This design comes from an exercise in tuning for small area on the open sky130 flow, not from production work. The RTL was checked by simulation tests, not by an equivalence proof against the original design. No activity file was given, so power comes from the tool's default toggle rates.

File: flow/design.v
module PongGame
(
	input CLOCK_50,
	input [3:0] KEY,
	input [9:0] SW,
	output logic VGA_BLANK_N,
	output logic VGA_SYNC_N,
	output logic VGA_HS,
	output logic VGA_VS,
	output logic [7:0] VGA_R,
	output logic [7:0] VGA_G,
	output logic [7:0] VGA_B
);
	function automatic [16:0] add(input [16:0] a, input [16:0] b, input ci);
		logic c;
		c = ci;
		for (int i = 0; i < 17; i++) begin
			add[i] = a[i] ^ b[i] ^ c;
			c = (a[i] & b[i]) | (c & (a[i] ^ b[i]));
		end
	endfunction
	function automatic lt(input [16:0] a, input [16:0] b);
		logic c;
		c = 1'b0;
		for (int i = 0; i < 17; i++)
			c = (~a[i] & b[i]) | (~(a[i] ^ b[i]) & c);
		lt = c;
	endfunction
	function automatic inr(input [16:0] a, input [16:0] lo, input [16:0] hi);
		inr = ~lt(a, lo) & ~lt(hi, a);
	endfunction
	wire rst = SW[9];
	function automatic [7:0] scoreToggles(input [3:0] t, input [3:0] o, input inc);
		logic nine, wrap;
		nine = o[3] & o[0];                           
		wrap = t[3] & t[2] & o[2] & o[1] & o[0];      
		scoreToggles[0] = inc;
		scoreToggles[1] = inc & o[0] & ~o[3];
		scoreToggles[2] = inc & o[0] & o[1];
		scoreToggles[3] = inc & o[0] & (o[3] | (o[1] & o[2] & ~(t[3] & t[2])));
		scoreToggles[4] = inc & nine;
		scoreToggles[5] = inc & nine & t[0];
		scoreToggles[6] = inc & ((nine & t[0] & t[1]) | wrap);
		scoreToggles[7] = inc & ((nine & t[0] & t[1] & t[2]) | wrap);
	endfunction
	logic [10:0] h;
	logic [9:0]  v;
	wire hEnd = h[10] & h[4];                        
	wire vEnd = v[9] & v[7] & v[4] & v[3] & v[1];    
	always_ff @(posedge CLOCK_50) begin
		h <= (rst | hEnd) ? 11'd0 : 11'(add(17'(h), 17'd0, 1'b1));
		v <= (rst | vEnd) ? 10'd0 : 10'(add(17'(v), 17'd0, hEnd));
	end
	wire visible = lt(17'(h), 17'd800) & lt(17'(v), 17'd600);
	assign VGA_BLANK_N = visible;
	assign VGA_HS = ~inr(17'(h), 17'd856, 17'd975);
	assign VGA_VS = ~inr(17'(v), 17'd637, 17'd642);
	assign VGA_SYNC_N = VGA_HS | VGA_VS;
	logic [5:0] cnt;
	always_ff @(posedge CLOCK_50)
		cnt <= rst ? 6'd0 : 6'(add(17'(cnt), 17'd0, 1'b1));
	wire tick = (cnt == 6'd1);
	logic [9:0] ly, ry;
	wire lUp = ~KEY[2] &  KEY[3];
	wire lDn =  KEY[2] & ~KEY[3];
	wire rUp = ~KEY[0] &  KEY[1];
	wire rDn =  KEY[0] & ~KEY[1];
	wire lDec = lUp & (|ly[9:1]);                  
	wire lMov = tick & (lDec | (lDn & ~(ly[9] & ly[4] & ly[1])));    
	wire rDec = rUp & (|ry[9:1]);
	wire rMov = tick & (rDec | (rDn & ~(ry[9] & ry[4] & ry[1])));
	logic [9:0] lyN, ryN;
	always_comb begin
		logic tl, tr;
		tl = lMov; tr = rMov;
		for (int i = 0; i < 10; i++) begin
			lyN[i] = ly[i] ^ tl;
			ryN[i] = ry[i] ^ tr;
			tl = tl & (ly[i] ^ lDec);
			tr = tr & (ry[i] ^ rDec);
		end
	end
	always_ff @(posedge CLOCK_50) begin
		ly <= (rst & ~tick) ? 10'd265 : lyN;
		ry <= (rst & ~tick) ? 10'd265 : ryN;
	end
	logic [15:0] bx;        
	logic [16:0] by;        
	logic        vr;        
	logic [1:0]  vm;        
	logic        vxs, vys;  
	logic [3:0]  lt_, lo_, rt_, ro_;  
	wire [9:0]  left = bx[15:6];
	wire [10:0] T    = by[16:6];                        
	wire scoreR = tick & (~|bx[15:7]) & vxs;            
	wire scoreL = tick & ~lt(17'(left), 17'd791) & ~vxs;  
	wire        sel = left[9];                          
	wire [9:0]  bt  = sel ? ry : ly;
	wire [9:0]  r   = 10'(add(17'(T[9:0]), 17'(~bt), 1'b1));
	wire rOK    = ~T[10];
	wire topValid = ~inr(17'(T), 17'd3, 17'd11);        
	wire dOK    = inr(17'(r), 17'd3, 17'd82) & rOK & topValid;
	wire k0     = lt(17'(r), 17'd13);
	wire kUp    = lt(17'(r), 17'd43);
	logic [1:0] km;
	always_comb begin
		if      (k0 | ~lt(17'(r), 17'd73))                     km = 2'd0;
		else if (lt(17'(r), 17'd23) | ~lt(17'(r), 17'd63))     km = 2'd1;
		else if (lt(17'(r), 17'd33) | ~lt(17'(r), 17'd53))     km = 2'd2;
		else                                                    km = 2'd3;
	end
	wire inSec = dOK & ~(k0 & lt(17'(bt), 17'd5));
	wire V = sel ? (inr(17'(left), 17'd749, 17'd751) & ~vxs)
	             : (inr(17'(left), 17'd39, 17'd41) & vxs);
	wire H = sel ? inr(17'(left), 17'd751, 17'd769)
	             : inr(17'(left), 17'd21, 17'd39);
	wire topHit = lt(17'(r), 17'd4) & rOK & ~lt(17'(bt), 17'd3) & ~vys;    
	wire botHit = inr(17'(r), 17'd81, 17'd84) & rOK & vys;                  
	wire wall = (inr(17'(T), 17'd12, 17'd14) & vys)                   
	          | ((~lt(17'(T), 17'd602) | lt(17'(T), 17'd3)) & ~vys);  
	wire flip   = tick & (wall | (~V & H & (topHit | botHit)));
	wire paddle = tick & ~wall & V & inSec;
	logic nr, nxs, nys;
	logic [1:0] nm;
	always_comb begin
		nr = vr; nm = vm; nxs = vxs; nys = vys;
		if (scoreR | scoreL) begin
			nr = 1'b1; nm = 2'd0; nxs = scoreL; nys = 1'b0;
		end else if (flip)
			nys = ~vys;
		else if (paddle) begin
			nr = 1'b0; nm = km; nxs = sel; nys = kUp;
		end
	end
	always_ff @(posedge CLOCK_50) begin
		if (rst) begin
			vr <= 1'b1; vm <= 2'd0; vxs <= 1'b0; vys <= 1'b0;
		end else begin
			vr <= nr; vm <= nm; vxs <= nxs; vys <= nys;
		end
	end
	logic [6:0] xm, ym;
	always_comb begin
		case (nm)
			2'd0: begin xm = 7'd59; ym = 7'd102; end
			2'd1: begin xm = 7'd77; ym = 7'd77;  end
			2'd2: begin xm = 7'd86; ym = 7'd50;  end
			default: begin xm = 7'd87; ym = 7'd23; end
		endcase
		if (nr) begin
			xm = 7'd48; ym = 7'd48;
		end
	end
	wire xneg = tick & nxs;
	wire yneg = tick & nys;
	wire [6:0] xop = (tick ? xm : 7'd0) ^ {7{xneg}};
	wire [6:0] yop = (tick ? ym : 7'd0) ^ {7{yneg}};
	wire restart = rst | scoreR | scoreL;
	always_ff @(posedge CLOCK_50) begin
		if (restart) begin
			bx <= 16'd25280;      
			by <= 17'd19648;      
		end else begin
			bx <= 16'(add(17'(bx), 17'({{9{xneg}}, xop}), xneg & ~nr));
			by <= add(by, {{10{yneg}}, yop}, yneg);
		end
	end
	always_ff @(posedge CLOCK_50) begin
		if (rst) begin
			lt_ <= 4'd0; lo_ <= 4'd0; rt_ <= 4'd0; ro_ <= 4'd0;
		end else begin
			{lt_, lo_} <= {lt_, lo_} ^ scoreToggles(lt_, lo_, scoreL);
			{rt_, ro_} <= {rt_, ro_} ^ scoreToggles(rt_, ro_, scoreR);
		end
	end
	wire [9:0]  dxb = 10'(add(17'(h[9:0]), 17'(~left), 1'b1));       
	wire [9:0]  dyb = 10'(add(17'(T[9:0]), 17'(~v), 1'b1));         
	wire drawBallV = lt(17'(dxb), 17'd10) & inr(17'(dyb), 17'd3, 17'd12) & ~T[10] & ~lt(17'(T), 17'd12);
	wire ballOrigin = ~|left & (T == 11'd12);
	wire [9:0] bd  = h[9] ? ry : ly;
	wire [9:0] dyp = 10'(add(17'(v), 17'(~bd), 1'b1));             
	wire barRow = lt(17'(dyp), 17'd70);
	wire drawLBar = inr(17'(h), 17'd30, 17'd39) & barRow;
	wire drawRBar = inr(17'(h), 17'd760, 17'd769) & barRow;
	wire drawLine = inr(17'(h), 17'd397, 17'd400) & ~v[4];
	logic [3:0] dig;
	logic inDig;
	always_comb begin
		dig = 4'd15; inDig = 1'b0;
		if      (inr(17'(h), 17'd320, 17'd344)) begin dig = lt_; inDig = 1'b1; end
		else if (inr(17'(h), 17'd355, 17'd379)) begin dig = lo_; inDig = 1'b1; end
		else if (inr(17'(h), 17'd410, 17'd434)) begin dig = rt_; inDig = 1'b1; end
		else if (inr(17'(h), 17'd445, 17'd469)) begin dig = ro_; inDig = 1'b1; end
	end
	wire xL = inr(17'(h), 17'd320, 17'd327) | inr(17'(h), 17'd355, 17'd362)
	        | inr(17'(h), 17'd410, 17'd417) | inr(17'(h), 17'd445, 17'd452);
	wire xR = inr(17'(h), 17'd336, 17'd344) | inr(17'(h), 17'd371, 17'd379)
	        | inr(17'(h), 17'd426, 17'd434) | inr(17'(h), 17'd461, 17'd469);
	wire yA  = inr(17'(v), 17'd10, 17'd19);
	wire yAC = inr(17'(v), 17'd10, 17'd39);
	wire yC  = inr(17'(v), 17'd30, 17'd39);
	wire yCE = inr(17'(v), 17'd30, 17'd59);
	wire yE  = inr(17'(v), 17'd50, 17'd59);
	logic sa, sb, sc, sd, se, sf, sg;
	always_comb begin
		case (dig)
			4'd0: {sa,sb,sc,sd,se,sf,sg} = 7'b1111110;
			4'd1: {sa,sb,sc,sd,se,sf,sg} = 7'b0000110;
			4'd2: {sa,sb,sc,sd,se,sf,sg} = 7'b1011011;
			4'd3: {sa,sb,sc,sd,se,sf,sg} = 7'b1001111;
			4'd4: {sa,sb,sc,sd,se,sf,sg} = 7'b0100111;
			4'd5: {sa,sb,sc,sd,se,sf,sg} = 7'b1101101;
			4'd6: {sa,sb,sc,sd,se,sf,sg} = 7'b1111101;
			4'd7: {sa,sb,sc,sd,se,sf,sg} = 7'b1000110;
			4'd8: {sa,sb,sc,sd,se,sf,sg} = 7'b1111111;
			4'd9: {sa,sb,sc,sd,se,sf,sg} = 7'b1100111;
			default: {sa,sb,sc,sd,se,sf,sg} = 7'b0000000;
		endcase
	end
	wire drawScore = inDig & ((yA & sa) | (yE & sd) | (yC & sg)
	                        | (xL & ((yAC & sb) | (yCE & sc)))
	                        | (xR & ((yAC & sf) | (yCE & se))));
	wire pBall = visible ? drawBallV : ballOrigin;
	wire pGrey = visible & (drawScore | drawLine);
	wire pLBar = visible & drawLBar;
	wire pRBar = visible & drawRBar;
	always_comb begin
		if (pBall)
			{VGA_R, VGA_G, VGA_B} = {8'hFF, 8'hFF, 8'hFF};
		else if (pGrey)
			{VGA_R, VGA_G, VGA_B} = {8'hA0, 8'hA0, 8'hA0};
		else if (pLBar)
			{VGA_R, VGA_G, VGA_B} = {8'hFF, 8'h60, 8'h60};
		else if (pRBar)
			{VGA_R, VGA_G, VGA_B} = {8'h60, 8'h60, 8'hFF};
		else
			{VGA_R, VGA_G, VGA_B} = 24'h000000;
	end
endmodule
File: flow/flow/run.sh
#!/bin/bash
# The standard layout (standard.sh) with these area changes:
#  * after the standard synthesis, its combinational logic is mapped again
#    with an area-oriented ABC script (flip-flops and full adders kept as
#    they are, with their names); the result is checked for equivalence
#    with the standard netlist, and the standard netlist is used if that
#    check fails,
#  * port buffers made from the smallest buffer cell,
#  * after the floorplan, every logic cell left upsized is put back to its
#    smallest drive strength (repair_design fixes any slew or capacitance
#    violation this causes later on),
#  * no dummy loads in the clock tree, built from clkbuf_8.
set -e
FLOWDIR=$(cd "$(dirname "$0")" && pwd)
YOSYS=yosys
[ -x "$FLOW_HOME/../tools/install/yosys/bin/yosys" ] && YOSYS="$FLOW_HOME/../tools/install/yosys/bin/yosys"
LIB="$FLOW_HOME/platforms/sky130hd/lib/sky130_fd_sc_hd__tt_025C_1v80.lib"
export BUFFER_PORTS_ARGS="-buffer_cell sky130_fd_sc_hd__buf_1"
export POST_FLOORPLAN_TCL="$FLOWDIR/downsize.tcl"
export CTS_ARGS="-sink_clustering_enable -repair_clock_nets -buf_list sky130_fd_sc_hd__clkbuf_8 -dont_use_dummy_load"

bash standard.sh synth > synth.log 2>&1

R=orfs/results/sky130hd/PongGame/base
cp $R/1_2_yosys.v $R/1_2_yosys_standard.v
sed "s#LIBFILE#$LIB#g; s#NETIN#$R/1_2_yosys_standard.v#; s#NETOUT#$R/1_2_yosys_remap.v#" "$FLOWDIR/remap.ys" > remap_run.ys
sed "s#LIBFILE#$LIB#g; s#NETSTD#$R/1_2_yosys_standard.v#; s#NETNEW#$R/1_2_yosys_remap.v#" "$FLOWDIR/equiv.ys" > equiv_run.ys
if "$YOSYS" -s remap_run.ys > remap.log 2>&1 && "$YOSYS" -s equiv_run.ys > equiv.log 2>&1; then
  echo "remapped netlist used" > remap_status.txt
  cp $R/1_2_yosys_remap.v $R/1_2_yosys.v
  rm -f $R/1_synth.odb $R/1_synth.sdc
else
  echo "remap failed; standard netlist used" > remap_status.txt
fi

bash standard.sh > standard.log 2>&1
File: flow/flow/downsize.tcl
# Put every combinational cell at its smallest drive strength.
set db [ord::get_db]
set block [ord::get_db_block]
set count 0
foreach inst [$block getInsts] {
  set master [$inst getMaster]
  set name [$master getName]
  if { ![regexp {^(sky130_fd_sc_hd__[a-z0-9]+)_([0-9]+)$} $name -> base size] } { continue }
  if { [regexp {df|dl|conb|tap|fill|decap|clk} $base] } { continue }
  set best ""
  set best_area [expr {[$master getWidth] * [$master getHeight]}]
  foreach s {0 1 2} {
    if { $s >= $size } { continue }
    set cand [$db findMaster "${base}_$s"]
    if { $cand == "NULL" } { continue }
    set a [expr {[$cand getWidth] * [$cand getHeight]}]
    if { $a < $best_area } { set best_area $a; set best "${base}_$s" }
  }
  if { $best != "" } {
    replace_cell [$inst getName] $best
    incr count
  }
}
puts "downsize.tcl: resized $count cells"
File: flow/flow/equiv.ys
# Check that the re-mapped netlist does what the standard synthesis does.
read_liberty -ignore_miss_func LIBFILE
read_verilog NETSTD
rename PongGame gold
read_verilog NETNEW
rename PongGame gate
hierarchy -check
flatten
opt_clean
equiv_make gold gate equiv
hierarchy -top equiv
equiv_simple -seq 1
equiv_induct
equiv_status -assert
File: flow/flow/remap.ys
# Re-map the combinational logic of the standard synthesis for area.
# The flip-flops (and full adders) are kept as they are, with their names.
read_liberty -ignore_miss_func LIBFILE
read_verilog NETIN
hierarchy -top PongGame
setattr -mod -set keep_hierarchy 1 sky130_fd_sc_hd__dfxtp_1 sky130_fd_sc_hd__fa_1 sky130_fd_sc_hd__conb_1
flatten
opt_clean
abc -liberty LIBFILE -dont_use sky130_fd_sc_hd__lpflow_* -dont_use sky130_fd_sc_hd__probe* -script +strash;ifraig;dc2;dc2;&get,-n;&dch,-f;&nf,-a,-R,1000;&put;strash;dc2;&get,-n;&dch,-f;&nf,-a,-R,1000;&put;dnsize
opt_clean
setundef -zero
splitnets
opt_clean -purge
hilomap -singleton -hicell sky130_fd_sc_hd__conb_1 HI -locell sky130_fd_sc_hd__conb_1 LO
insbuf -buf sky130_fd_sc_hd__buf_1 A X
opt_clean -purge
stat -liberty LIBFILE
select -module PongGame
write_verilog -noattr -nohex -nodec -selected NETOUT
File: flow/standard.sh
#!/bin/bash
# synth_recipe.tcl (not shown) runs the flow's synth.tcl, then flattens the netlist and writes it again
# the make line also repeats each setting of config.mk as NAME=value (left out here)
make -C /OpenROAD-flow-scripts/flow DESIGN_CONFIG=/design/flow/config.mk WORK_HOME=/design/flow/orfs CLKGATE_MAP_FILE= SYNTH_SCRIPT=/design/flow/synth_recipe.tcl "${@:-finish}"
File: flow/config.mk
export PLATFORM = sky130hd
export DESIGN_NAME = PongGame
export DESIGN_NICKNAME = PongGame
export VERILOG_FILES = /design/flow/design.v
export SDC_FILE = /design/flow/constraint.sdc
export NUM_CORES = 4
export LEC_CHECK = 0
export CAP_MARGIN = 20
export CORE_MARGIN = 2
export CORE_UTILIZATION = 60
export CTS_BUF_LIST = sky130_fd_sc_hd__clkbuf_8
export SLEW_MARGIN = 20
File: flow/constraint.sdc
create_clock -name core_clock -period 20.0 [get_ports {CLOCK_50}]
set_input_delay 4.0000 -clock core_clock [delete_from_list [all_inputs] [get_ports {CLOCK_50}]]
set_output_delay 4.0000 -clock core_clock [all_outputs]
set_load 0.01 [all_outputs]
==> results.sh, run 1 <==
export IMPL_status="complete, no violations"
export IMPL_min_path_cells=1
export IMPL_power_density_nw_per_um2=49.4
export IMPL_path_class="reg2reg"
export IMPL_die_y_um=112
export IMPL_syn_area_um2=6970
export IMPL_min_path_type="reg2reg"
export IMPL_port_buffers=33
export IMPL_drive_gt1_frac=0.0218
export IMPL_fin_crit_sh=0.558
export IMPL_worst_path_buf_inv=2
export IMPL_cts_reportedPaths_clkPinSlew_ps=90
export IMPL_grt_pass1_wl_um=28500
export IMPL_r2r_end="by[16]"
export IMPL_worst_slack_ps=8840
export IMPL_vias=6211
export IMPL_critPathMaxStageDelay_ps=560
export IMPL_crit_family="adder cells"
export IMPL_r2r_start="bx[15]"
export IMPL_cts_setup_buffers=0
export IMPL_end_kind="register"
export IMPL_clock_tree_root_cell="clkbuf_8"
export IMPL_core_um2=11400
export IMPL_r2r_setup_slack_ps=8840
export IMPL_synth_nets=911
export IMPL_dr_pass1_iters=6
export IMPL_cts_tree="built"
export IMPL_r2r_cells=41
export IMPL_worst_clock_skew_ps=24.2
export IMPL_worstMarginPinSlew_ps=788
export IMPL_synthCells=834
export IMPL_area_growth_pct=6.33
export IMPL_hold_viol_final=0
export IMPL_arrival_ps=11430
export IMPL_yosys_warnings=1
export IMPL_ant_nets=0
export IMPL_peakVddDrop_v=0.0000691
export IMPL_gp_congestion=0.955
export IMPL_cts_sinks=101
export IMPL_grt_pass1_vias=5982
export IMPL_drt_iter0_markers=481
export IMPL_io_pins=43
export IMPL_total_leakage_power_nw=2.62
export IMPL_setup_viol=0
export IMPL_tns_ps=0
export IMPL_die_area_um2=12500
export IMPL_pre_cts_slack_ps=8840
export IMPL_clock_latency_ps=390
export IMPL_holdCritStartpoint="cnt[0]"
export IMPL_cts_hold_buffers=0
export IMPL_nFillCells=991
export IMPL_max_freq_ghz=0.0896
export IMPL_critical_path_slowest_cell="dfxtp_1"
export IMPL_rows=39
export IMPL_slew_viol_final=0
export IMPL_nNetsFinal=949
export IMPL_start_kind="register"
export IMPL_clk_path_buf_depth=2
export IMPL_min_period_ps=11160
export IMPL_worstPathRequired_ps=20270
export IMPL_fin_util=0.652
export IMPL_crit_start="bx[15]"
export IMPL_grt_remaining_overflow=0
export IMPL_drc=0
export IMPL_n_antenna_cell=0
export IMPL_track_usage=0.282
export IMPL_rsz0062_at_grt="no"
export IMPL_dp_hpwl_um=12900
export IMPL_relSlewSlack=0.470
export IMPL_cpMostUsedCell="fa_1"
export IMPL_drt_total_wl_um=16700
export IMPL_min_to="cnt[0]"
export IMPL_start_util=0.613
export IMPL_antenna_found_initial=0
export IMPL_wl_per_cell_um=16.5
export IMPL_power_total_mw=0.366
export IMPL_viasPerCell=6.13
export IMPL_avgSynthCellArea_um2=8.36
export IMPL_cp_max_fo=7
export IMPL_timing_max_cap_violations=0
export IMPL_cts_repair_resized=0
export IMPL_grt_max_degree=31
export IMPL_htreeDepth=3
export IMPL_die_w_um=112
export IMPL_numCtsBuffers=9
[report_power, final]
group          switching [mW]  internal [mW]  leakage [nW]
clock network          0.0629         0.0404        0.0647
logic                  0.0286         0.0182          1.74
registers             0.00943          0.207         0.817
[per-layer routing]
metal,vias to the layer above,wire length [µm],global-route usage
met1,2982,7550,0.384
li1,3013,-,-
met3,33,907,0.0631
met5,-,0,0
met2,183,7850,0.449
met4,0,396,0.0914
[worst max path at each step]
stage	endpoint	slack, ps	cells after the start
after floorplan	bx[14]	8730	40
after global placement	by[16]	9090	41
after detailed placement	by[16]	8840	41
after CTS	by[16]	8830	41
after global routing	by[16]	8100	41
final	by[16]	8840	41
[layout make-up]
| cell class | count | area (µm²) | share of cell area |
|---|---|---|---|
| timing repair buffer | 43 | 199 | 0.0268 |
| multi-input combinational | 660 | 4680 | 0.631 |
| clock buffer | 9 | 124 | 0.0167 |
| tap | 143 | 179 | 0.0241 |
| inverter | 57 | 214 | 0.0289 |
| sequential | 101 | 2020 | 0.273 |
[placed cells by master (no fill, tap or decap), drive strengths merged, types with 7 or more instances in the layout]
cell type	instances
clkinv	57
and2	16
fa	62
xor2	13
nand3	20
or3	7
nand4	10
mux2	11
nor3	54
clkbuf	9
nand2b	15
xnor2	23
a211oi	13
nor4	10
a31oi	8
and3	19
nand2	73
o21ai	48
buf	43
o21bai	8
dfxtp	101
a21oi	61
nor2	97
mux2i	15
[flip-flops by register name (all words and copies together), names as in the netlist, 4 cells and up]
name	count
bx	16
by	17
cnt	6
h	11
lo_	4
lt_	4
ly	10
ro_	4
rt_	4
ry	10
v	10
[stage by stage]
| step | std cells | hold slack [ps] | instance area (µm²) |
|---|---|---|---|
| floorplan | 834 | 452 | 6970 |
| global placement | 1004 | 467 | 7290 |
| finish | 1013 | 502 | 7410 |
| detailed placement | 1004 | 486 | 7290 |
| global route | 1013 | 535 | 7410 |
| CTS | 1013 | 502 | 7410 |
==> inputs of run 2 (changes only) <==
--- a/flow/design.v
+++ b/flow/design.v
@@ -21,2 +21,10 @@
 	endfunction
+	function automatic [16:0] dec(input [16:0] a, input bi);
+		logic b;
+		b = bi;
+		for (int i = 0; i < 17; i++) begin
+			dec[i] = a[i] ^ b;
+			b = b & ~a[i];
+		end
+	endfunction
 	function automatic lt(input [16:0] a, input [16:0] b);
@@ -45,4 +53,6 @@
 	endfunction
-	logic [10:0] h;
-	logic [9:0]  v;
+	logic [10:0] hn;
+	logic [9:0]  vn;
+	wire [10:0] h = ~hn;
+	wire [9:0]  v = ~vn;
 	wire hEnd = h[10] & h[4];                        
@@ -50,4 +60,4 @@
 	always_ff @(posedge CLOCK_50) begin
-		h <= (rst | hEnd) ? 11'd0 : 11'(add(17'(h), 17'd0, 1'b1));
-		v <= (rst | vEnd) ? 10'd0 : 10'(add(17'(v), 17'd0, hEnd));
+		hn <= (rst | hEnd) ? 11'h7FF : 11'(dec(17'(hn), 1'b1));
+		vn <= (rst | vEnd) ? 10'h3FF : 10'(dec(17'(vn), hEnd));
 	end
@@ -175,9 +185,9 @@
 	end
-	wire [9:0]  dxb = 10'(add(17'(h[9:0]), 17'(~left), 1'b1));       
-	wire [9:0]  dyb = 10'(add(17'(T[9:0]), 17'(~v), 1'b1));         
-	wire drawBallV = lt(17'(dxb), 17'd10) & inr(17'(dyb), 17'd3, 17'd12) & ~T[10] & ~lt(17'(T), 17'd12);
+	wire [9:0]  dxb = 10'(add(17'(hn[9:0]), 17'(left), 1'b0));      
+	wire [9:0]  dyb = 10'(add(17'(T[9:0]), 17'(vn), 1'b0));         
+	wire drawBallV = ~lt(17'(dxb), 17'd1014) & inr(17'(dyb), 17'd2, 17'd11) & ~T[10] & ~lt(17'(T), 17'd12);
 	wire ballOrigin = ~|left & (T == 11'd12);
 	wire [9:0] bd  = h[9] ? ry : ly;
-	wire [9:0] dyp = 10'(add(17'(v), 17'(~bd), 1'b1));             
-	wire barRow = lt(17'(dyp), 17'd70);
+	wire [9:0] dyp = 10'(add(17'(vn), 17'(bd), 1'b0));             
+	wire barRow = ~lt(17'(dyp), 17'd954);
 	wire drawLBar = inr(17'(h), 17'd30, 17'd39) & barRow;
--- a/flow/config.mk
+++ b/flow/config.mk
@@ -7,3 +7,3 @@
 export LEC_CHECK = 0
-export CAP_MARGIN = 20
+export CAP_MARGIN = 0
 export CORE_MARGIN = 2
@@ -11,2 +11,2 @@
 export CTS_BUF_LIST = sky130_fd_sc_hd__clkbuf_8
-export SLEW_MARGIN = 20
+export SLEW_MARGIN = 0
==> results.sh, run 2 <==
export IMPL_nFillCells=1042
export IMPL_grt_pass1_wl_um=28700
export IMPL_fin_crit_sh=0.573
export IMPL_cpMostUsedCell="fa_1"
export IMPL_io_pins=43
export IMPL_cts_hold_buffers=0
export IMPL_ant_nets=0
export IMPL_fin_util=0.646
export IMPL_numCtsBuffers=9
export IMPL_critPathMaxStageDelay_ps=850
export IMPL_tns_ps=0
export IMPL_cp_max_fo=22
export IMPL_gr_usage_met3=0.0604
export IMPL_layout_common_cells="dfxtp_1 (101), nor2_1 (94), nand2_1 (94)"
export IMPL_crit_start="bx[15]"
export IMPL_pre_cts_slack_ps=8700
export IMPL_worstMarginPinSlew_ps=1060
export IMPL_top_usage_layer="met2"
export IMPL_wl_per_cell_um=16.6
export IMPL_whs_ps=494
export IMPL_core_um2=11300
export IMPL_cts_repair_resized=0
export IMPL_path_class="reg2reg"
export IMPL_syn_area_um2=6930
export IMPL_post_dp_cell_area_um2=7190
export IMPL_cts_reportedPaths_clkPinSlew_ps=90
export IMPL_gp_congestion=0.940
export IMPL_clock_latency_ps=400
export IMPL_htreeDepth=3
export IMPL_n_antenna_cell=0
export IMPL_use_met1=0.383
export IMPL_track_usage=0.283
export IMPL_worstPathRequired_ps=20310
export IMPL_timing_max_cap_violations=0
export IMPL_end_kind="register"
export IMPL_nNetsFinal=959
export IMPL_clk_path_buf_depth=2
export IMPL_drt_total_wl_um=17000
export IMPL_critical_path_slowest_cell="o31ai_1"
export IMPL_start_util=0.612
export IMPL_drt_iter0_markers=508
export IMPL_worst_clock_skew_ps=27.3
export IMPL_viasPerCell=6.20
export IMPL_rows=39
export IMPL_status="complete, no violations"
export IMPL_setup_viol=0
export IMPL_grt_use_met2=0.463
export IMPL_rsz0062_at_grt="no"
export IMPL_die_area_um2=12400
export IMPL_clock_tree_root_cell="clkbuf_8"
export IMPL_finalInstanceArea_um2=7320
export IMPL_total_leakage_power_nw=2.64
export IMPL_peakVddDrop_v=0.0000482
export IMPL_seq_area_um2=2020
export IMPL_power_total_mw=0.369
export IMPL_drc=0
export IMPL_grt_pass1_vias=5922
export IMPL_r2r_start="bx[15]"
export IMPL_final_common_cell="dfxtp_1"
export IMPL_min_path_type="reg2reg"
export IMPL_die_y_um=111
export IMPL_max_freq_ghz=0.0873
export IMPL_largest_reg_flops=17
export IMPL_synth_nets=928
export IMPL_multi_input_area_um2=4620
export IMPL_dr_pass1_iters=5
export IMPL_grt_remaining_overflow=0
export IMPL_cts_tree="built"
export IMPL_avgSynthCellArea_um2=8.14
export IMPL_hold_viol_final=0
export IMPL_worst_slack_ps=8550
export IMPL_antenna_found_initial=0
export IMPL_relSlewSlack=0.297
export IMPL_die_w_um=111
export IMPL_power_density_nw_per_um2=50.4
export IMPL_arrival_ps=11760
export IMPL_top_register="by"
export IMPL_holdCritStartpoint="cnt[0]"
export IMPL_synthCells=851
export IMPL_reg_top3="by (17), bx (16), hn (11)"
export IMPL_start_kind="register"
export IMPL_cts_sinks=101
export IMPL_grt_max_degree=30
export IMPL_slew_viol_final=0
export IMPL_drive_gt1_frac=0.0136
export IMPL_vias=6338
export IMPL_post_place_cells=1014
export IMPL_dp_hpwl_um=12900
export IMPL_area_growth_pct=5.62
export IMPL_port_buffers=33
export IMPL_min_period_ps=11450
export IMPL_fin_cells=1023
export IMPL_cts_setup_buffers=0
export IMPL_yosys_warnings=1
## run 2: cell count changes in the layout (fill, tap and decap cells not counted), moves of 11 or more
cell	change
o21ai_0	+16
xnor2_1	-14
or2_0	+11
nand2_1	+21
nand3_1	+16
nor3_1	-16
## run 2: power by group
group,internal [mW],switching [mW],leakage (nW)
clock,0.0405,0.0669,0.0647
combinational,0.0169,0.0283,1.76
sequential,0.206,0.00974,0.818
## run 2: final cells by class
cell class              instances  share of cell area
clock buffers                   9              0.0169
inverters                      61              0.0313
multi-input cells             673               0.631
flip-flops and latches        101               0.276
well taps                     143              0.0244
repair buffers                 36              0.0200
## run 2: path summary, 6_finish.rpt
path              slack, ps  endpoint  depth (start not counted)
hold reg to reg         490    cnt[0]                          1
setup reg to reg       8550    by[16]                         42
hold / removal          490    cnt[0]                          1
setup / recovery       8550    by[16]                         42
## run 2: critical path, delay by kind of cell, from the launching register on
family,cells,cell delay [ps]
buffers and inverters,4,470
xor gates and xnor gates,3,660
adders and majority gates,22,6890
AOI/OAI and AO/OA,9,2390
and+or+nand+nor,4,640
DFF,1,300
## run 2: metal layers
metal | vias up | wire length, µm
met5 | - | 0
met4 | 0 | 315
met3 | 37 | 1030
met2 | 224 | 8160
met1 | 3028 | 7510
li1 | 3049 | -
==> inputs of run 3 (changes only) <==
--- a/flow/config.mk
+++ b/flow/config.mk
@@ -7,3 +7,3 @@
 export LEC_CHECK = 0
-export CAP_MARGIN = 0
+export CAP_MARGIN = 20
 export CORE_MARGIN = 2
@@ -11,2 +11,3 @@
 export CTS_BUF_LIST = sky130_fd_sc_hd__clkbuf_8
-export SLEW_MARGIN = 0
+export GPL_TIMING_DRIVEN = 0
+export SLEW_MARGIN = 20
==> results.sh, run 3 <==
export IMPL_cts_tree="built"
export IMPL_clk_path_buf_depth=2
export IMPL_n_antenna_cell=0
export IMPL_timing_max_cap_violations=0
export IMPL_path_class="reg2reg"
export IMPL_numCtsBuffers=9
export IMPL_crit_start="bx[15]"
export IMPL_cts_repair_resized=0
export IMPL_critical_path_slowest_cell="dfxtp_1"
export IMPL_grt_pass1_wl_um=29200
export IMPL_r2r_start="bx[15]"
export IMPL_whs_ps=497
export IMPL_worstPathRequired_ps=20310
export IMPL_min_period_ps=11900
export IMPL_start_kind="register"
export IMPL_seq_area_um2=2020
export IMPL_grt_remaining_overflow=0
export IMPL_die_w_um=111
export IMPL_relSlewSlack=0.300
export IMPL_antenna_found_initial=0
export IMPL_nNetsFinal=972
export IMPL_hold_viol_final=0
export IMPL_clock_tree_root_cell="clkbuf_8"
export IMPL_cts_reportedPaths_clkPinSlew_ps=90
export IMPL_rsz0062_at_grt="no"
export IMPL_wl_per_cell_um=16.6
export IMPL_viasPerCell=6.17
export IMPL_core_um2=11300
export IMPL_start_util=0.612
export IMPL_top_register="by"
export IMPL_status="complete, no violations"
export IMPL_min_path_type="reg2reg"
export IMPL_slew_viol_final=0
export IMPL_synth_nets=928
export IMPL_crit_family="adder cells"
export IMPL_reg_top3="by (17), bx (16), hn (11)"
export IMPL_syn_area_um2=6930
export IMPL_total_leakage_power_nw=2.65
export IMPL_worstMarginPinSlew_ps=1050
export IMPL_grt_max_degree=30
export IMPL_grt_pass1_vias=6124
export IMPL_synthCells=851
export IMPL_yosys_warnings=1
export IMPL_port_buffers=33
export IMPL_cts_sinks=101
export IMPL_power_density_nw_per_um2=50.1
export IMPL_fin_crit_sh=0.595
export IMPL_die_area_um2=12400
export IMPL_multi_input_area_um2=4620
export IMPL_drt_iter0_markers=525
export IMPL_cp_max_fo=22
export IMPL_drc=0
export IMPL_drt_total_wl_um=17200
export IMPL_drive_gt1_frac=0.0123
export IMPL_cpMostUsedCell="fa_1"
export IMPL_cts_setup_buffers=0
export IMPL_max_freq_ghz=0.0840
export IMPL_clock_latency_ps=400
export IMPL_die_y_um=111
export IMPL_area_growth_pct=6.21
export IMPL_ant_nets=0
export IMPL_holdCritStartpoint="cnt[0]"
export IMPL_setup_viol=0
export IMPL_end_kind="register"
export IMPL_final_common_cell="dfxtp_1"
export IMPL_peakVddDrop_v=0.0000540
export IMPL_largest_reg_flops=17
export IMPL_worst_path_buf_inv=3
export IMPL_power_total_mw=0.369
export IMPL_worst_clock_skew_ps=29.6
export IMPL_track_usage=0.286
export IMPL_critPathMaxStageDelay_ps=930
export IMPL_gp_congestion=0.943
export IMPL_vias=6393
export IMPL_dr_pass1_iters=8
export IMPL_cts_hold_buffers=0
export IMPL_rows=39
export IMPL_nFillCells=990
export IMPL_dp_hpwl_um=13100
export IMPL_arrival_ps=12210
export IMPL_layout_common_cells="dfxtp_1 (101), nand2_1 (94), nor2_1 (93)"
export IMPL_htreeDepth=3
export IMPL_avgSynthCellArea_um2=8.14
export IMPL_io_pins=43
export IMPL_tns_ps=0
-- run 3: path summary, 6_finish.rpt --
path                               end  slack [ps]  depth (start not counted)
worst max-delay path            by[16]        8100                         41
worst min-delay path            cnt[0]         500                          1
worst max register to register  by[16]        8100                         41
worst min register to register  cnt[0]         500                          1
-- run 3: cell type report --
class,count,area share
Tap cell,143,0.0243
Timing Repair Buffer,33,0.0170
Clock buffer,9,0.0168
Buffer,16,0.00816
Inverter,61,0.0311
Multi-Input combinational cell,673,0.628
Sequential cell,101,0.275
-- run 3: per-layer routing --
layer	up-vias	part of all wire	GRT usage	wire [µm]
met2	222	0.48	0.469	8250
met5	-	0	0	0
met3	36	0.056	0.0506	957
met1	3046	0.44	0.380	7590
li1	3089	-	-	-
met4	0	0.025	0.116	425
-- run 3: per-stage QoR --
stage	util	cells	worst slack, ps	area [µm²]
5_1_grt	0.650	1036	7360	7360
3_3_place_gp	0.639	1027	8230	7230
2_1_floorplan	-	851	9280	6930
4_1_cts	0.650	1036	8220	7360
6_report	0.650	1036	8100	7360
3_5_place_dp	0.639	1027	8330	7240
-- run 3: report_power, final --
group	internal, mW	switching, mW	leakage (nW)
sequential	0.207	0.00980	0.818
combinational	0.0166	0.0288	1.77
clock	0.0405	0.0667	0.0647
==> inputs of run 4 (changes only) <==
--- a/flow/config.mk
+++ b/flow/config.mk
@@ -11,3 +11,2 @@
 export CTS_BUF_LIST = sky130_fd_sc_hd__clkbuf_8
-export GPL_TIMING_DRIVEN = 0
 export SLEW_MARGIN = 20
==> results.sh, run 4 <==
export IMPL_status="complete, no violations"
export IMPL_worst_path_buf_inv=4
export IMPL_io_pins=43
export IMPL_total_leakage_power_nw=2.64
export IMPL_cts_repair_resized=0
export IMPL_n_antenna_cell=0
export IMPL_avgSynthCellArea_um2=8.14
export IMPL_hold_viol_final=0
export IMPL_arrival_ps=11760
export IMPL_peakVddDrop_v=0.0000482
export IMPL_die_y_um=111
export IMPL_whs_ps=494
export IMPL_worstMarginPinSlew_ps=1060
export IMPL_min_period_ps=11450
export IMPL_grt_remaining_overflow=0
export IMPL_worst_clock_skew_ps=27.3
export IMPL_clk_path_buf_depth=2
export IMPL_fin_util=0.646
export IMPL_setup_viol=0
export IMPL_critical_path_slowest_cell="o31ai_1"
export IMPL_clock_latency_ps=400
export IMPL_cts_reportedPaths_clkPinSlew_ps=90
export IMPL_largest_reg_flops=17
export IMPL_timing_max_cap_violations=0
export IMPL_final_common_cell="dfxtp_1"
export IMPL_cts_setup_buffers=0
export IMPL_end_kind="register"
export IMPL_die_area_um2=12400
export IMPL_relSlewSlack=0.297
export IMPL_grt_pass1_vias=5922
export IMPL_cts_sinks=101
export IMPL_dr_pass1_iters=5
export IMPL_max_freq_ghz=0.0873
export IMPL_start_util=0.612
export IMPL_min_path_type="reg2reg"
export IMPL_tns_ps=0
export IMPL_vias=6338
export IMPL_die_w_um=111
export IMPL_gp_congestion=0.940
export IMPL_dp_hpwl_um=12900
export IMPL_area_growth_pct=5.62
export IMPL_htreeDepth=3
export IMPL_layout_common_cells="dfxtp_1 (101), nor2_1 (94), nand2_1 (94)"
export IMPL_rsz0062_at_grt="no"
export IMPL_post_place_cells=1014
export IMPL_power_total_mw=0.369
export IMPL_core_um2=11300
export IMPL_grt_max_degree=30
export IMPL_numCtsBuffers=9
export IMPL_drc=0
export IMPL_cp_max_fo=22
export IMPL_slew_viol_final=0
export IMPL_synth_nets=928
export IMPL_synthCells=851
export IMPL_rows=39
export IMPL_cts_tree="built"
export IMPL_track_usage=0.283
export IMPL_fin_crit_sh=0.573
export IMPL_fin_cells=1023
export IMPL_crit_family="adder cells"
export IMPL_wl_per_cell_um=16.6
export IMPL_syn_area_um2=6930
export IMPL_drt_iter0_markers=508
export IMPL_port_buffers=33
export IMPL_power_density_nw_per_um2=50.4
export IMPL_start_kind="register"
export IMPL_grt_pass1_wl_um=28700
export IMPL_drt_total_wl_um=17000
export IMPL_path_class="reg2reg"
export IMPL_top_register="by"
export IMPL_worstPathRequired_ps=20310
export IMPL_viasPerCell=6.20
export IMPL_yosys_warnings=1
export IMPL_nNetsFinal=959
export IMPL_cpMostUsedCell="fa_1"
export IMPL_critPathMaxStageDelay_ps=850
export IMPL_antenna_found_initial=0
export IMPL_reg_top3="by (17), bx (16), hn (11)"
export IMPL_clock_tree_root_cell="clkbuf_8"
export IMPL_drive_gt1_frac=0.0136
export IMPL_cts_hold_buffers=0
export IMPL_ant_nets=0
-- run 4: per-stage QoR --
stage                     setup WS, ps  cell area [µm²]
after floorplan                   9280             6930
after global placement            8870             7190
after detailed placement          8700             7190
after CTS                         8610             7320
after global routing              7880             7320
final                             8550             7320
-- run 4: layout make-up --
cell class              instances  area (µm²)
well taps                     143         179
repair buffers                 36         146
clock buffers                   9         124
flip-flops and latches        101        2020
inverters                      61         229
multi-input cells             673        4620
fillers                      1042        4000
-- run 4: report_power, final --
part / leakage [nW] / internal (mW) / switching (mW)
Combinational: 1.76 / 0.0169 / 0.0283
Sequential: 0.818 / 0.206 / 0.00974
Clock: 0.0647 / 0.0405 / 0.0669
-- run 4: worst register-to-register path: cells and delay by family, from the launching register on --
kind	cells	cell delay, ps
buffers and inverters	4	470
AOI/OAI and AO/OA	9	2410
and+or+nand+nor	4	640
DFF	1	300
adders and majority gates	22	6890
xor gates and xnor gates	3	660
-- run 4: path summary, 6_finish.rpt --
path              startpoint     end  slack, ps  cells after the start
hold / removal        cnt[0]  cnt[0]        490                      1
setup reg to reg      bx[15]  by[16]       8550                     42
hold reg to reg       cnt[0]  cnt[0]        490                      1
setup / recovery      bx[15]  by[16]       8550                     42
-- run 4: layer usage --
layer | GRT usage | routed length [µm] | vias to the layer above
li1 | - | - | 3049
met1 | 0.383 | 7510 | 3028
met2 | 0.463 | 8160 | 224
met3 | 0.0604 | 1030 | 37
met4 | 0.0840 | 315 | 0
met5 | 0 | 0 | -
==> inputs of run 5 (changes only) <==
--- a/flow/flow/run.sh
+++ b/flow/flow/run.sh
@@ -19,3 +19,3 @@
 export POST_FLOORPLAN_TCL="$FLOWDIR/downsize.tcl"
-export CTS_ARGS="-sink_clustering_enable -repair_clock_nets -buf_list sky130_fd_sc_hd__clkbuf_8 -dont_use_dummy_load"
+export CTS_ARGS="-repair_clock_nets -buf_list sky130_fd_sc_hd__clkbuf_8 -dont_use_dummy_load"
 
==> results.sh, run 5 <==
export IMPL_status="complete, no violations"
export IMPL_clk_path_buf_depth=2
export IMPL_whs_ps=494
export IMPL_gp_congestion=0.940
export IMPL_clock_latency_ps=400
export IMPL_rows=39
export IMPL_nFillCells=1042
export IMPL_die_y_um=111
export IMPL_arrival_ps=11760
export IMPL_antenna_found_initial=0
export IMPL_layout_common_cells="dfxtp_1 (101), nor2_1 (94), nand2_1 (94)"
export IMPL_drt_iter0_markers=508
export IMPL_viasPerCell=6.20
export IMPL_critPathMaxStageDelay_ps=850
export IMPL_min_period_ps=11450
export IMPL_power_density_nw_per_um2=50.4
export IMPL_rsz0062_at_grt="no"
export IMPL_fin_cells=1023
export IMPL_largest_reg_flops=17
export IMPL_grt_pass1_wl_um=28700
export IMPL_final_common_cell="dfxtp_1"
export IMPL_timing_max_cap_violations=0
export IMPL_cts_sinks=101
export IMPL_worst_clock_skew_ps=27.3
export IMPL_port_buffers=33
export IMPL_fin_crit_sh=0.573
export IMPL_max_freq_ghz=0.0873
export IMPL_critical_path_slowest_cell="o31ai_1"
export IMPL_drc=0
export IMPL_synth_nets=928
export IMPL_cp_max_fo=22
export IMPL_htreeDepth=3
export IMPL_ant_nets=0
export IMPL_syn_area_um2=6930
export IMPL_track_usage=0.283
export IMPL_cpMostUsedCell="fa_1"
export IMPL_avgSynthCellArea_um2=8.14
export IMPL_setup_viol=0
export IMPL_relSlewSlack=0.297
export IMPL_n_antenna_cell=0
export IMPL_peakVddDrop_v=0.0000482
export IMPL_yosys_warnings=1
export IMPL_reg_top3="by (17), bx (16), hn (11)"
export IMPL_holdCritStartpoint="cnt[0]"
export IMPL_worstPathRequired_ps=20310
export IMPL_wl_per_cell_um=16.6
export IMPL_grt_remaining_overflow=0
export IMPL_r2r_start="bx[15]"
export IMPL_cts_hold_buffers=0
export IMPL_cts_tree="built"
export IMPL_path_class="reg2reg"
export IMPL_cts_reportedPaths_clkPinSlew_ps=90
export IMPL_vias=6338
export IMPL_die_area_um2=12400
export IMPL_power_total_mw=0.369
export IMPL_crit_start="bx[15]"
export IMPL_fin_util=0.646
export IMPL_die_w_um=111
export IMPL_min_path_type="reg2reg"
export IMPL_core_um2=11300
export IMPL_total_leakage_power_nw=2.64
export IMPL_start_kind="register"
export IMPL_post_place_cells=1014
export IMPL_area_growth_pct=5.62
export IMPL_nNetsFinal=959
export IMPL_numCtsBuffers=9
export IMPL_top_register="by"
export IMPL_drive_gt1_frac=0.0136
export IMPL_io_pins=43
export IMPL_tns_ps=0
export IMPL_hold_viol_final=0
export IMPL_synthCells=851
export IMPL_start_util=0.612
export IMPL_cts_repair_resized=0
export IMPL_worstMarginPinSlew_ps=1060
export IMPL_cts_setup_buffers=0
export IMPL_clock_tree_root_cell="clkbuf_8"
export IMPL_grt_pass1_vias=5922
export IMPL_end_kind="register"
export IMPL_slew_viol_final=0
export IMPL_dr_pass1_iters=5
export IMPL_grt_max_degree=30
export IMPL_drt_total_wl_um=17000
export IMPL_dp_hpwl_um=12900
-- run 5: path summary, 6_finish.rpt --
kind	to	slack [ps]	cells past startpoint
worst max-delay path	by[16]	8550	42
worst min-delay path	cnt[0]	490	1
worst max register to register	by[16]	8550	42
worst min register to register	cnt[0]	490	1
-- run 5: cell type report --
type	count	area, µm²	share of cell area
clock buffers	9	124	0.0169
inverters	61	229	0.0313
repair buffers	36	146	0.0200
flip-flops and latches	101	2020	0.276
multi-input cells	673	4620	0.631
well taps	143	179	0.0244
-- run 5: metal layers --
metal,global-route usage,vias to the layer above,part of all wire,wire length [µm]
met1,0.383,3028,0.44,7510
met3,0.0604,37,0.060,1030
met5,0,-,0,0
met4,0.0840,0,0.019,315
li1,-,3049,-,-
met2,0.463,224,0.48,8160
-- run 5: power by group --
part | internal (mW) | total (mW) | switching (mW)
registers | 0.206 | 0.216 | 0.00974
logic | 0.0169 | 0.0451 | 0.0283
clock network | 0.0405 | 0.107 | 0.0669
total | 0.264 | 0.369 | 0.105
-- run 5: critical path, delay by kind of cell (launching register included) --
family	cells	cell delay [ps]
adder cells (fa/ha/maj)	22	6890
flip-flops	1	300
AO/OA/AOI/OAI	9	2390
buffers and inverters	4	470
XOR/XNOR	3	660
AND/OR/NAND/NOR	4	640
-- run 5: stage by stage --
step | worst slack, ps | instance area, µm²
global placement | 8870 | 7190
finish | 8550 | 7320
global route | 7880 | 7320
floorplan | 9280 | 6930
CTS | 8610 | 7320
detailed placement | 8700 | 7190
==> inputs of run 6 (changes only) <==
--- a/flow/flow/run.sh
+++ b/flow/flow/run.sh
@@ -19,3 +19,3 @@
 export POST_FLOORPLAN_TCL="$FLOWDIR/downsize.tcl"
-export CTS_ARGS="-repair_clock_nets -buf_list sky130_fd_sc_hd__clkbuf_8 -dont_use_dummy_load"
+export CTS_ARGS="-sink_clustering_enable -repair_clock_nets -buf_list {sky130_fd_sc_hd__clkbuf_4 sky130_fd_sc_hd__clkbuf_8} -dont_use_dummy_load -sink_clustering_size 12 -sink_clustering_max_diameter 60"
 
==> results.sh, run 6 <==
export IMPL_drc=0
export IMPL_worst_slack_ps=8550
export IMPL_nNetsFinal=959
export IMPL_cts_hold_buffers=0
export IMPL_max_freq_ghz=0.0873
export IMPL_clock_latency_ps=400
export IMPL_relSlewSlack=0.297
export IMPL_track_usage=0.283
export IMPL_dp_hpwl_um=12900
export IMPL_ant_nets=0
export IMPL_syn_area_um2=6930
export IMPL_timing_max_cap_violations=0
export IMPL_layout_common_cells="dfxtp_1 (101), nor2_1 (94), nand2_1 (94)"
export IMPL_start_util=0.612
export IMPL_yosys_warnings=1
export IMPL_post_dp_cell_area_um2=7190
export IMPL_clock_tree_root_cell="clkbuf_8"
export IMPL_grt_remaining_overflow=0
export IMPL_wl_per_cell_um=16.6
export IMPL_final_common_cell="dfxtp_1"
export IMPL_arrival_ps=11760
export IMPL_top_register="by"
export IMPL_grt_pass1_vias=5922
export IMPL_worstPathRequired_ps=20310
export IMPL_drt_total_wl_um=17000
export IMPL_clk_path_buf_depth=2
export IMPL_synth_nets=928
export IMPL_cp_max_fo=22
export IMPL_cts_reportedPaths_clkPinSlew_ps=90
export IMPL_total_leakage_power_nw=2.64
export IMPL_power_density_nw_per_um2=50.4
export IMPL_tns_ps=0
export IMPL_rows=39
export IMPL_io_pins=43
export IMPL_path_class="reg2reg"
export IMPL_cts_repair_resized=0
export IMPL_numCtsBuffers=9
export IMPL_setup_viol=0
export IMPL_htreeDepth=3
export IMPL_worst_clock_skew_ps=27.3
export IMPL_die_w_um=111
export IMPL_grt_pass1_wl_um=28700
export IMPL_cpMostUsedCell="fa_1"
export IMPL_vias=6338
export IMPL_min_period_ps=11450
export IMPL_port_buffers=33
export IMPL_area_growth_pct=5.62
export IMPL_slew_viol_final=0
export IMPL_grt_max_degree=30
export IMPL_die_y_um=111
export IMPL_critPathMaxStageDelay_ps=850
export IMPL_cts_sinks=101
export IMPL_reg_top3="by (17), bx (16), hn (11)"
export IMPL_critical_path_slowest_cell="o31ai_1"
export IMPL_core_um2=11300
export IMPL_end_kind="register"
export IMPL_largest_reg_flops=17
export IMPL_antenna_found_initial=0
export IMPL_worstMarginPinSlew_ps=1060
export IMPL_seq_area_um2=2020
export IMPL_multi_input_area_um2=4620
export IMPL_gp_congestion=0.940
export IMPL_finalInstanceArea_um2=7320
export IMPL_rsz0062_at_grt="no"
export IMPL_status="complete, no violations"
export IMPL_drt_iter0_markers=508
export IMPL_viasPerCell=6.20
export IMPL_min_path_type="reg2reg"
export IMPL_nFillCells=1042
export IMPL_fin_crit_sh=0.573
export IMPL_dr_pass1_iters=5
export IMPL_drive_gt1_frac=0.0136
export IMPL_synthCells=851
export IMPL_avgSynthCellArea_um2=8.14
export IMPL_pre_cts_slack_ps=8700
export IMPL_cts_setup_buffers=0
export IMPL_cts_tree="built"
export IMPL_die_area_um2=12400
export IMPL_start_kind="register"
export IMPL_n_antenna_cell=0
export IMPL_hold_viol_final=0
export IMPL_peakVddDrop_v=0.0000482
-- run 6: cell counts in the layout (fill, tap and decap cells not counted) --
No cell type changed its count.
-- run 6: area by class of cell --
class / count / share of cell area
Multi-Input combinational cell: 673 / 0.631
Sequential cell: 101 / 0.276
Inverter: 61 / 0.0313
Tap cell: 143 / 0.0244
Timing Repair Buffer: 36 / 0.0200
Clock buffer: 9 / 0.0169
-- run 6: worst paths after layout --
kind / startpoint / end / slack (ps) / depth (start not counted)
setup / recovery: bx[15] / by[16] / 8550 / 42
hold / removal: cnt[0] / cnt[0] / 490 / 1
setup reg to reg: bx[15] / by[16] / 8550 / 42
hold reg to reg: cnt[0] / cnt[0] / 490 / 1
-- run 6: per-layer routing --
layer | share of wire | track usage | vias to the layer above
li1 | - | - | 3049
met1 | 0.44 | 0.383 | 3028
met2 | 0.48 | 0.463 | 224
met3 | 0.060 | 0.0604 | 37
met4 | 0.019 | 0.0840 | 0
met5 | 0 | 0 | -
-- run 6: worst max-delay path: cells and delay by family (launching register included) --
kind	cells	cell delay [ps]
compound gates	9	2390
xor+xnor	3	660
flops	1	300
simple gates	4	640
buf+inv	4	470
fa+ha+maj	22	6890
-- run 6: per-stage QoR --
stage               std cells  power, mW   util  hold WS [ps]
global route             1023      0.386  0.646           525
finish                   1023      0.369  0.646           494
floorplan                 851      0.251      -           407
CTS                      1023      0.371  0.646           499
detailed placement       1014      0.266  0.636           476
global placement         1014      0.263  0.636           470
-- run 6: power breakdown --
group	switching [mW]	total, mW	internal (mW)
sequential	0.00974	0.216	0.206
clock	0.0669	0.107	0.0405
combinational	0.0283	0.0451	0.0169
total	0.105	0.369	0.264
==> inputs of run 7 (changes only) <==
==> flow/flow/run.sh (replaced) <==
#!/bin/bash
# The standard layout (standard.sh) with these area changes:
#  * after the standard synthesis, its combinational logic is mapped again
#    with area-oriented ABC scripts (flip-flops and full adders kept as they
#    are, with their names); the smallest result that is proven equivalent
#    to the standard netlist is used (the standard netlist if none is),
#  * port buffers made from the smallest buffer cell,
#  * after the floorplan, every logic cell left upsized is put back to its
#    smallest drive strength (repair_design fixes any slew or capacitance
#    violation this causes later on),
#  * no dummy loads in the clock tree, built from clkbuf_8.
set -e
FLOWDIR=$(cd "$(dirname "$0")" && pwd)
YOSYS=yosys
[ -x "$FLOW_HOME/../tools/install/yosys/bin/yosys" ] && YOSYS="$FLOW_HOME/../tools/install/yosys/bin/yosys"
LIB="$FLOW_HOME/platforms/sky130hd/lib/sky130_fd_sc_hd__tt_025C_1v80.lib"
export BUFFER_PORTS_ARGS="-buffer_cell sky130_fd_sc_hd__buf_1"
export POST_FLOORPLAN_TCL="$FLOWDIR/downsize.tcl"
export CTS_ARGS="-sink_clustering_enable -repair_clock_nets -buf_list sky130_fd_sc_hd__clkbuf_8 -dont_use_dummy_load"

bash standard.sh synth > synth.log 2>&1

R=orfs/results/sky130hd/PongGame/base
cp $R/1_2_yosys.v $R/1_2_yosys_standard.v

M='&get,-n;&dch,-f;&nf,-a,-R,1000;&put'
SCRIPTS=(
  "strash;ifraig;dc2;dc2;$M;strash;dc2;$M;dnsize"
  "strash;&get,-n;&deepsyn,-T,90;&put;$M;strash;dc2;$M;dnsize"
)
best=""
best_area=""
for i in "${!SCRIPTS[@]}"; do
  out=$R/1_2_yosys_remap$i.v
  sed "s#LIBFILE#$LIB#g; s#NETIN#$R/1_2_yosys_standard.v#; s#NETOUT#$out#; s#ABCSCRIPT#${SCRIPTS[$i]//&/\\&}#" "$FLOWDIR/remap.ys" > remap_run$i.ys
  sed "s#LIBFILE#$LIB#g; s#NETSTD#$R/1_2_yosys_standard.v#; s#NETNEW#$out#" "$FLOWDIR/equiv.ys" > equiv_run$i.ys
  if "$YOSYS" -s remap_run$i.ys > remap$i.log 2>&1 && "$YOSYS" -s equiv_run$i.ys > equiv$i.log 2>&1; then
    area=$(grep "Chip area for top module" remap$i.log | tail -1 | awk '{print $NF}')
    echo "script $i: area $area, proven equivalent" >> remap_status.txt
    if [ -z "$best" ] || awk "BEGIN{exit !($area < $best_area)}"; then best=$out; best_area=$area; fi
  else
    echo "script $i: failed or not proven" >> remap_status.txt
  fi
done
if [ -n "$best" ]; then
  echo "using $best" >> remap_status.txt
  cp $best $R/1_2_yosys.v
  rm -f $R/1_synth.odb $R/1_synth.sdc
else
  echo "using the standard netlist" >> remap_status.txt
fi

bash standard.sh > standard.log 2>&1
--- a/flow/flow/remap.ys
+++ b/flow/flow/remap.ys
@@ -8,3 +8,3 @@
 opt_clean
-abc -liberty LIBFILE -dont_use sky130_fd_sc_hd__lpflow_* -dont_use sky130_fd_sc_hd__probe* -script +strash;ifraig;dc2;dc2;&get,-n;&dch,-f;&nf,-a,-R,1000;&put;strash;dc2;&get,-n;&dch,-f;&nf,-a,-R,1000;&put;dnsize
+abc -liberty LIBFILE -dont_use sky130_fd_sc_hd__lpflow_* -dont_use sky130_fd_sc_hd__probe* -script +ABCSCRIPT
 opt_clean
==> results.sh, run 7 <==
export IMPL_io_pins=43
export IMPL_htreeDepth=3
export IMPL_core_um2=10800
export IMPL_vias=5803
export IMPL_avgSynthCellArea_um2=8.47
export IMPL_clk_path_buf_depth=2
export IMPL_fin_cells=959
export IMPL_slew_viol_final=0
export IMPL_cts_reportedPaths_clkPinSlew_ps=100
export IMPL_grt_pass1_vias=5709
export IMPL_cts_tree="built"
export IMPL_drive_gt1_frac=0.0159
export IMPL_cts_repair_resized=0
export IMPL_post_place_cells=950
export IMPL_gp_congestion=0.967
export IMPL_critical_path_slowest_cell="dfxtp_1"
export IMPL_yosys_warnings=1
export IMPL_hold_viol_final=0
export IMPL_wl_per_cell_um=17.0
export IMPL_min_path_cells=1
export IMPL_largest_reg_flops=17
export IMPL_rows=38
export IMPL_tns_ps=0
export IMPL_start_kind="register"
export IMPL_reg_top3="by (17), bx (16), hn (11)"
export IMPL_power_density_nw_per_um2=52.4
export IMPL_path_depth=43
export IMPL_r2r_setup_slack_ps=8000
export IMPL_status="complete, no violations"
export IMPL_r2r_end="by[16]"
export IMPL_timing_max_cap_violations=0
export IMPL_cts_sinks=101
export IMPL_grt_max_degree=28
export IMPL_clock_latency_ps=390
export IMPL_grt_remaining_overflow=0
export IMPL_top_register="by"
export IMPL_rsz0062_at_grt="no"
export IMPL_max_freq_ghz=0.0833
export IMPL_crit_family="adder cells"
export IMPL_clock_tree_root_cell="clkbuf_8"
export IMPL_cts_hold_buffers=0
export IMPL_layout_common_cells="dfxtp_1 (101), nor2_1 (79), nand2_1 (74)"
export IMPL_ant_nets=0
export IMPL_critPathMaxStageDelay_ps=880
export IMPL_cpMostUsedCell="fa_1"
export IMPL_dr_pass1_iters=7
export IMPL_drc=0
export IMPL_cts_setup_buffers=0
export IMPL_use_met1=0.388
export IMPL_grt_pass1_wl_um=27600
export IMPL_worstMarginPinSlew_ps=869
export IMPL_gr_usage_met3=0.0616
export IMPL_r2r_start="bx[15]"
export IMPL_start_util=0.616
export IMPL_min_to="hn[0]"
export IMPL_synthCells=789
export IMPL_holdCritStartpoint="hn[0]"
export IMPL_r2r_cells=43
export IMPL_nNetsFinal=898
export IMPL_drt_total_wl_um=16300
export IMPL_min_period_ps=12000
export IMPL_cp_max_fo=17
export IMPL_fin_crit_sh=0.600
export IMPL_die_y_um=110
export IMPL_setup_viol=0
export IMPL_worstPathRequired_ps=20260
export IMPL_worst_path_buf_inv=3
export IMPL_peakVddDrop_v=0.0000661
export IMPL_grt_use_met2=0.500
export IMPL_antenna_found_initial=0
export IMPL_track_usage=0.297
export IMPL_min_path_type="reg2reg"
export IMPL_area_growth_pct=5.88
export IMPL_syn_area_um2=6680
export IMPL_path_class="reg2reg"
export IMPL_worst_clock_skew_ps=25.4
export IMPL_drt_iter0_markers=475
export IMPL_die_w_um=110
export IMPL_numCtsBuffers=9
export IMPL_die_area_um2=12000
export IMPL_n_antenna_cell=0
export IMPL_relSlewSlack=0.421
export IMPL_total_leakage_power_nw=2.55
export IMPL_viasPerCell=6.05
export IMPL_port_buffers=33
export IMPL_arrival_ps=12260
export IMPL_top_usage_layer="met2"
export IMPL_final_common_cell="dfxtp_1"
export IMPL_dp_hpwl_um=12200
export IMPL_end_kind="register"
export IMPL_synth_nets=866
[run 7: area by class of cell]
type                            count  area [µm²]
Tap cell                          140         175
Clock buffer                        9         124
Multi-Input combinational cell    609        4360
Inverter                           63         236
Sequential cell                   101        2020
Fill cell                         951        3770
Timing Repair Buffer               37         154
[run 7: stage by stage]
step	utilization	worst slack, ps	total power [mW]	hold slack, ps	area [µm²]
6_report	0.653	8000	0.371	451	7070
5_1_grt	0.653	7320	0.388	483	7070
2_1_floorplan	-	9160	0.255	395	6680
4_1_cts	0.653	8080	0.372	455	7070
3_5_place_dp	0.641	8120	0.270	433	6950
3_3_place_gp	0.641	8480	0.267	418	6950
[run 7: layer usage]
metal,share of wire,wire length (µm),up-vias
met5,0,0,-
met4,0.014,232,0
met3,0.056,908,21
met2,0.49,7910,180
met1,0.44,7230,2805
li1,-,-,2797
[run 7: how the worst max path moves through the flow]
stage | startpoint | endpoint | slack, ps
floorplan | bx[15] | bx[15] | 9160
global placement | bx[15] | by[16] | 8480
detailed placement | bx[15] | by[16] | 8120
CTS | bx[15] | by[16] | 8080
global route | bx[15] | by[16] | 7320
finish | bx[15] | by[16] | 8000
[run 7: worst register-to-register path, delay by kind of cell, from the launching register on]
| kind | cells | cell delay, ps |
|---|---|---|
| compound gates | 3 | 570 |
| xor+xnor | 4 | 660 |
| fa+ha+maj | 22 | 7040 |
| buf+inv | 3 | 310 |
| flops | 1 | 880 |
| mux | 2 | 830 |
| simple gates | 9 | 1570 |
[run 7: where the power goes]
group	total, mW	switching (mW)	internal [mW]
sequential	0.216	0.00956	0.207
clock	0.105	0.0647	0.0405
combinational	0.0494	0.0294	0.0200
total	0.371	0.104	0.267

afterwards: timing with drivers on the ports:
The flow's constraints put no driver on any port. The routed layouts listed below were extracted and timed again, unchanged, in two steps. Step 1: set_driving_cell puts a clkbuf_16 on CLOCK_50 and a buf_2 on each other input, an assumption about the parent block. Step 2 times the ports against the registers' clock, not the clock port: input delays grow and output delays shrink by t, the midpoint of the rising clock arrivals with the driver on. a / b / c = ideal ports / drivers / drivers and shift; a / b = the first two.
run	shift t [ns]	setup WS [ns]	hold WS [ns]	slew at the worst register clock pin (ns)	worst slew at a driven data input, ns
run 1	0.421	8.836 / 8.836 / 8.836	0.502 / 0.502 / 0.502	0.09 / 0.09	0.03
run 2	0.420	8.550 / 8.550 / 8.550	0.494 / 0.494 / 0.494	0.11 / 0.11	0.03
run 3	0.428	8.101 / 8.101 / 8.101	0.497 / 0.497 / 0.497	0.11 / 0.11	0.03
run 4	0.420	8.550 / 8.550 / 8.550	0.494 / 0.494 / 0.494	0.11 / 0.11	0.03
run 5	0.420	8.550 / 8.550 / 8.550	0.494 / 0.494 / 0.494	0.11 / 0.11	0.03
run 6	0.420	8.550 / 8.550 / 8.550	0.494 / 0.494 / 0.494	0.11 / 0.11	0.03
run 7	0.417	7.998 / 7.998 / 7.998	0.451 / 0.451 / 0.451	0.10 / 0.10	0.03
After both steps setup and hold are still met in every run listed.
